What follows belongs to an exercise in optimizing a design on an open flow for small area, a short achievable clock period and few clock cycles; a production flow would make more cautious choices.
Function was not checked in any run shown here: the RTL went through the layout flow alone.
No run shown here takes its clock network from TritonCTS; it comes from the design's own scripts or RTL.
The clock input has no modelled driver; a real chip could not lean on it and would need a root buffer or a full tree.

## flow/design.v (module list and top-level ports; edited modules follow where they fit)
// module HT_TOP: 1586 lines
module HT_TOP(clk, rst_n, in_valid, in_weight, out_mode, out_valid, out_code);
  // ...
==> flow/flow/run.sh <==
#!/bin/bash
# The standard layout (the standard.sh, unchanged synthesis) with three
# changes made through ORFS's hooks and variables:
#  - every combinational gate starts at its smallest drive after floorplan
#    (flow/downsize.tcl);
#  - a faster buffer on the ports than the one buffer_ports picks by default;
#  - a single-level clock tree in place of TritonCTS's two levels
#    (flow/cts_post.tcl, run at the end of the CTS step).
set -euo pipefail
export BUFFER_PORTS_ARGS="-buffer_cell sky130_fd_sc_hd__buf_4"
export POST_FLOORPLAN_TCL="$(pwd)/flow/downsize.tcl"
export POST_CTS_TCL="$(pwd)/flow/cts_post.tcl"
bash standard.sh > standard_flow.log 2>&1
==> flow/flow/cts_post.tcl <==
# Runs at the end of ORFS's CTS step (POST_CTS_TCL hook).
# Replaces the two-level tree TritonCTS built with a single level: the clock
# port drives four clkbuf_16 buffers, each driving the flip-flops of one
# quadrant of the placed flip-flops, so every flip-flop sees one buffer delay.
set block [ord::get_db_block]
set db [ord::get_db]
set master [$db findMaster sky130_fd_sc_hd__clkbuf_16]
set port_net [$block findNet clk]

# clock sinks: the CLK pins of all flip-flops
set sinks {}
foreach inst [$block getInsts] {
  set mname [[$inst getMaster] getName]
  if {![string match "sky130_fd_sc_hd__*df*" $mname]} { continue }
  set it [$inst findITerm CLK]
  if {$it eq "NULL" || $it eq ""} { continue }
  set bb [$inst getBBox]
  lappend sinks [list $it [expr {([$bb xMin] + [$bb xMax]) / 2}] [expr {([$bb yMin] + [$bb yMax]) / 2}]]
}
puts "manual cts: [llength $sinks] sinks"

# remove TritonCTS's buffers and their nets
set old_nets {}
foreach inst [$block getInsts] {
  if {[string match "clkbuf_*" [$inst getName]] || [string match "clkload*" [$inst getName]]} {
    set out [$inst findITerm X]
    if {$out ne "NULL" && $out ne ""} {
      set n [$out getNet]
      if {$n ne "NULL" && $n ne ""} { lappend old_nets $n }
    }
    puts "manual cts: removing [$inst getName] ([[$inst getMaster] getName])"
    odb::dbInst_destroy $inst
  }
}
foreach s $sinks { [lindex $s 0] disconnect }
foreach n [lsort -unique $old_nets] {
  if {[$n getName] ne "clk"} { odb::dbNet_destroy $n }
}

# split the sinks into quadrants: halves by x, then each half by y
set sorted [lsort -integer -index 1 $sinks]
set half [expr {[llength $sorted] / 2}]
set groups {}
foreach part [list [lrange $sorted 0 [expr {$half - 1}]] [lrange $sorted $half end]] {
  set ys [lsort -integer -index 2 $part]
  set h2 [expr {[llength $ys] / 2}]
  lappend groups [lrange $ys 0 [expr {$h2 - 1}]] [lrange $ys $h2 end]
}
set g 0
foreach grp $groups {
  if {[llength $grp] == 0} { continue }
  set sx 0; set sy 0
  foreach s $grp { incr sx [lindex $s 1]; incr sy [lindex $s 2] }
  set cx [expr {$sx / [llength $grp]}]
  set cy [expr {$sy / [llength $grp]}]
  set inst [odb::dbInst_create $block $master "clkbuf_manual_$g"]
  $inst setLocation $cx $cy
  $inst setPlacementStatus PLACED
  set net [odb::dbNet_create $block "clknet_manual_$g"]
  $net setSigType CLOCK
  [$inst findITerm A] connect $port_net
  [$inst findITerm X] connect $net
  foreach s $grp { [lindex $s 0] connect $net }
  puts "manual cts: buffer $g at ($cx, $cy) drives [llength $grp] sinks"
  incr g
}
$port_net setSigType CLOCK

detailed_placement
check_placement -verbose
estimate_parasitics -placement
report_clock_skew
repair_timing -hold -verbose
detailed_placement
check_placement -verbose
report_checks -path_delay max -to [all_outputs]
==> flow/flow/downsize.tcl <==
set db [ord::get_db]
set block [ord::get_db_block]
set n 0
foreach inst [$block getInsts] {
  set m [[$inst getMaster] getName]
  if {![regexp {^(sky130_fd_sc_hd__[a-z0-9]+)_([0-9]+)$} $m -> base drv]} { continue }
  if {[string match "*df*" $base] || [string match "*conb*" $base] || [string match "*tap*" $base]} { continue }
  foreach d {0 1 2} {
    if {$d >= $drv} { break }
    set small [$db findMaster ${base}_$d]
    if {$small ne "NULL" && $small ne ""} {
      $inst swapMaster $small
      incr n
      break
    }
  }
}
puts "downsize: $n gates set to their smallest drive"
==> flow/standard.sh <==
#!/bin/bash
# synth_recipe.tcl (not shown) runs the flow's synth.tcl, then flattens the netlist and writes it again
# the make line also repeats each setting of config.mk as NAME=value (left out here)
make -C /OpenROAD-flow-scripts/flow DESIGN_CONFIG=/design/flow/config.mk WORK_HOME=/design/flow/orfs CLKGATE_MAP_FILE= SYNTH_SCRIPT=/design/flow/synth_recipe.tcl "${@:-finish}"
==> flow/config.mk <==
export PLATFORM = sky130hd
export DESIGN_NAME = HT_TOP
export DESIGN_NICKNAME = HT_TOP
export VERILOG_FILES = /design/flow/design.v
export SDC_FILE = /design/flow/constraint.sdc
export NUM_CORES = 4
export LEC_CHECK = 0
export ABC_AREA = 1
export CAP_MARGIN = 20
export CELL_PAD_IN_SITES_DETAIL_PLACEMENT = 2
export CELL_PAD_IN_SITES_GLOBAL_PLACEMENT = 2
export CORE_MARGIN = 2
export CORE_UTILIZATION = 35
export PLACE_DENSITY = 0.5
export SLEW_MARGIN = 20
==> flow/constraint.sdc <==
create_clock -name core_clock -period 20.0 [get_ports {clk}]
set_input_delay 4.0000 -clock core_clock [delete_from_list [all_inputs] [get_ports {clk}]]
set_output_delay 4.0000 -clock core_clock [all_outputs]
set_load 0.01 [all_outputs]
==> flow_summary.ini, run 1 <==
[global_routing]
grt_usage_pct = 24.35
grt_max_degree = 23
use_met1_pct = 28.35
grt_pass1_wl_mm = 31.77
use_met2_pct = 45.89

[synthesis]
synthTopCellsByArea = edfxtp_1 20%, nand2_1 16%, dfxtp_1 15%
synth_xor_xnor_area_share_pct = 1.090

[floorplanning]
die_y_um = 130.8
start_util_pct = 35.67

[timing]
timing.final.ws_setup_ns = 15.24
skew_ns = 0.01143
fin_crit_sh_pct = 23.80
drv_slew = 0

[finish]
n_all_inverters = 117
largest_cell_class = multi-input combinational cells
utilization_pct = 36.80

[setup_path]
reg2reg_to = x[3]$_SDFF_PP0_
critPathTopFamily = simple AND/OR/NAND/NOR gates
cpMostUsedCell = nand2_1

[routing]
vias = 5480

[outcome]
status = complete, no violations

[worst_hold_path]
whs_endpoint = c[3][5]$_DFF_P_
==> run 2: changes to the inputs <==
==> flow/flow/run.sh (replaced) <==
#!/bin/bash
# The standard layout (the standard.sh, unchanged synthesis) with two
# changes made through ORFS's hooks and variables:
#  - a faster buffer on the ports than the one buffer_ports picks by default;
#  - at the end of the CTS step (flow/cts_post.tcl): a single-level clock
#    tree in place of TritonCTS's two levels, then each combinational gate
#    moved to its smallest drive that keeps the setup slack.
set -euo pipefail
export BUFFER_PORTS_ARGS="-buffer_cell sky130_fd_sc_hd__buf_4"
export POST_CTS_TCL="$(pwd)/flow/cts_post.tcl"
bash standard.sh > standard_flow.log 2>&1
--- a/flow/flow/cts_post.tcl
+++ b/flow/flow/cts_post.tcl
@@ -66,6 +66,49 @@
 }
 $port_net setSigType CLOCK
 
+
+# Area recovery: synthesis maps for speed against a delay target far below
+# what the design needs, so many gates come out in stronger drives than the
+# clock period calls for.  Move each combinational gate to its smallest drive
+# that keeps every path at least 0.15 ns better than the present worst setup
+# slack (the output paths, which gate sizes do not change); the margin covers
+# the routed parasitics that come later.
+set_propagated_clock [all_clocks]
+estimate_parasitics -placement
+set ws0 [sta::worst_slack -max]
+set target [expr {$ws0 + 0.15}]
+puts "downsize: worst slack $ws0"
+set n 0
+set undone 0
+foreach inst [$block getInsts] {
+  set m [[$inst getMaster] getName]
+  if {![regexp {^(sky130_fd_sc_hd__[a-z0-9]+)_([0-9]+)$} $m -> base drv]} { continue }
+  if {[string match "*df*" $base] || [string match "*conb*" $base] || [string match "*tap*" $base] || [string match "*clkbuf*" $base]} { continue }
+  set iname [$inst getName]
+  if {[string match "input*" $iname] || [string match "output*" $iname]} { continue }
+  set pins [get_pins -of_objects [get_cells $iname] -filter "direction == output"]
+  foreach d {0 1 2 4} {
+    if {$d >= $drv} { break }
+    set small [$db findMaster ${base}_$d]
+    if {$small eq "NULL" || $small eq ""} { continue }
+    replace_cell [get_cells $iname] ${base}_$d
+    estimate_parasitics -placement
+    set ok 1
+    foreach p $pins {
+      set path [find_timing_paths -through $p -path_delay max]
+      if {[llength $path] && [get_property [lindex $path 0] slack] < $target} { set ok 0 }
+    }
+    if {$ok && [sta::worst_slack -max] >= $ws0 - 0.001} {
+      incr n
+      break
+    }
+    replace_cell [get_cells $iname] $m
+    estimate_parasitics -placement
+    incr undone
+  }
+}
+puts "downsize: $n gates made smaller, $undone tries undone; worst slack now [sta::worst_slack -max]"
+
 detailed_placement
 check_placement -verbose
 estimate_parasitics -placement
removed: flow/flow/downsize.tcl
==> run 2 against run 1 <==
Final cell count about the same. Design area about the same. Synthesized cell count unchanged. Sequential cell count unchanged. Sequential share of layout area is essentially flat. Global-route usage grew 0.38 points. Fmax grew 1.6%. Critical path depth is 16 lower. Synthesized area did not move. Still clean on timing, DRC and antenna. Worst hold slack got worse by 0.027 ns.
==> flow_summary.ini, run 2 <==
[outcome]
status = complete, no violations

[synthesis]
netlist_top_cells_count = 242 x nand2_1, 102 x inv_1, 62 x o21ai_0
synth-edff-count = 38
ys_seq_area_share_pct = 38.35
netlist_area_um2 = 5625
syn-num-nets = 809
synth_ff_type = dfxtp_1
syn_avg_cell_area_um2 = 7.076
yosys_warnings = 1
yosysMostFrequentCell = nand2_1
synthTopCellsByArea = edfxtp_1 20%, nand2_1 16%, dfxtp_1 15%
yosysUniqueCellTypes = 47
async_reset_ff_share_pct = 8.046
synthCells = 795
synth_seq_cells = 87
synth_top_area_share_pct = 20.28
yosys.area.top_type = edfxtp_1

[timing]
hold_ws_ns = 0.4762
max_freq_ghz = 0.2134
fin_crit_sh_pct = 23.44
skew_ns = 0.01344
hold_violations = 0
drv_slew = 0
maxSlewHeadroom_pct = 35.77
fin_crit_ns = 4.687
fin_tns_setup_ns = 0
worst_pin_slew_ns = 0.9561
finalSetupViolCount = 0
rsz0062_at_grt = no

[finish]
biggestRegsByFlops = c (30), pos (15)
multi_input_area_um2 = 2771
layout.area.seq_um2 = 2157
drive_gt1_share_pct = 2.146
antennaDiodeCount = 0
layout_common_cells = 256 x nand2_1, 115 x inv_1, 67 x o21ai_0
largest_register_ffs = 30
final_common_cell = nand2_1
regMostFlops = c
fillers = 1983
syn_to_final_growth_pct = 3.136
layout.nets = 808

[floorplanning]
coreArea_um2 = 15770
ios = 9
die_x_um = 130.8
start_util_pct = 35.67
die_y_um = 130.8
row_count = 46
die-area_um2 = 17100

[global_routing]
grt_usage_pct = 24.72
use_met2_pct = 47.92
grtUsageMet3_pct = 2.280
grt_max_degree = 23
grt-ovfl-total = 0
busiest_layer = met2
first_global_vias = 6032
grt_pass1_wl_mm = 32.45
use_met1_pct = 28.29
antenna_found_initial = 0

[setup_path]
path_cells = buf_4
slowest_stage = dfrtp_1
worst-path-buf-inv = 1
r2r_cells = 17
critPathCaptureType = output port
worstSetupPathType = register to output port
reg2reg_from = k[0]$_DFF_PN0_
r2r_slack_ns = 15.50
worst_setup_path_start_kind = register
crit_arrival_ns = 0.69
cp.required_ns = 16.00
reg2reg_to = x[3]$_SDFF_PP0_
path_max_fanout = 1
critPathTopFamily = flip-flops
max_stage_delay_ns = 0.38

[clocking]
clkSinkCount = 87
clk_pin_slew_ns = 0.10
clk_latency_ns = 0.16

[placed_design]
dp_hpwl_mm = 15.92
io_buffers = 8
gp_congestion = 0.8928

[worst_hold_path]
whs_path_depth = 2
hold_path_startpoint = c[2][5]$_DFF_P_
whs_endpoint = c[2][5]$_DFF_P_
worstHoldPathType = register to register

[routing]
first_iter_violations = 193
viasPerCell = 5.442
totalWireLength_mm = 20.16
firstDrtPassIters = 5
drc = 0
ant_nets = 0
vias = 5486
avgRoutedWirePerCell_um = 20.00

[flow_run]
drv_cap = 0
==> run 2: logic make-up after synthesis <==
| kind of cell | after synthesis | share of synthesized area, % |
|---|---|---|
| DFF | 87 | 38.35 |
| xor gates and xnor gates | 7 | 1.090 |
| adders and majority gates | 7 | 1.957 |
| buffers and inverters | 133 | 9.520 |
| AOI/OAI and AO/OA | 170 | 18.44 |
| and+or+nand+nor | 391 | 30.65 |
==> run 2: how the worst max path moves through the flow <==
| stage | endpoint | depth (start not counted) | from | slack (ns) |
|---|---|---|---|---|
| detailed placement | mode$_DFFE_PP_ | 3 | in_valid | 15.34 |
| global route | x[3]$_SDFF_PP0_ | 17 | k[0]$_DFF_PN0_ | 15.05 |
| finish | out_valid | 1 | out_valid$_DFF_PN0_ | 15.31 |
| floorplan | mode$_DFFE_PP_ | 2 | in_valid | 15.56 |
| global placement | mode$_DFFE_PP_ | 3 | in_valid | 15.37 |
==> run 2: layer usage <==
| metal | share of wire (%) | wire length (µm) |
|---|---|---|
| met3 | 1.6 | 317 |
| met5 | 0 | 0 |
| met1 | 42 | 8453 |
| met2 | 54 | 10840 |
| met4 | 2.7 | 548 |
==> run 2: final cells by class <==
cell class	instances	area share [%]
multi-input combinational	575	47.77
buffer	4	1.725
sequential	87	37.18
inverter	117	7.570
tap	216	4.658
timing repair buffer	9	1.100
==> run 2: through the flow <==
| step | worst slack [ns] | cell area, µm² | util (%) | std cells |
|---|---|---|---|---|
| 2_1_floorplan | 15.56 | 5625 | - | 795 |
| 3_3_place_gp | 15.37 | 5869 | 37.22 | 1004 |
| 3_5_place_dp | 15.34 | 5869 | 37.22 | 1004 |
| 5_1_grt | 15.05 | 5802 | 36.79 | 1008 |
| 6_report | 15.31 | 5802 | 36.79 | 1008 |

[static timing again, ports no longer ideal]
No port has a modelled driver above. Below, the same layouts with a new extraction and two added sets of constraints.
Step 1 (the two cells are an assumption about what drives the block):
set clk [get_ports {clk}]
set_driving_cell -lib_cell sky130_fd_sc_hd__clkbuf_16 $clk
set_driving_cell -lib_cell sky130_fd_sc_hd__buf_2 [delete_from_list [all_inputs] $clk]
Step 2 moves the port delays by t, midway between the first and last clock arrival at a register: inputs arrive t later, outputs are due t later. That takes back most of the time a late clock gives input paths.
a / b / c = ideal / step 1 / step 2; a / b = the first two.
| run | shift t [ns] | slack for setup (ns) | worst setup path at the end | latest minus earliest clock arrival (ns) | pins driven straight from the clock port |
|---|---|---|---|---|---|
| run 1 | 0.257 | 15.240 / 15.220 / 15.240 | register to register | 0.012 / 0.012 | 4 |
| run 2 | 0.252 | 15.313 / 15.218 / 15.336 | input to register | 0.013 / 0.014 | 4 |
After both steps setup and hold are still met in every run listed.
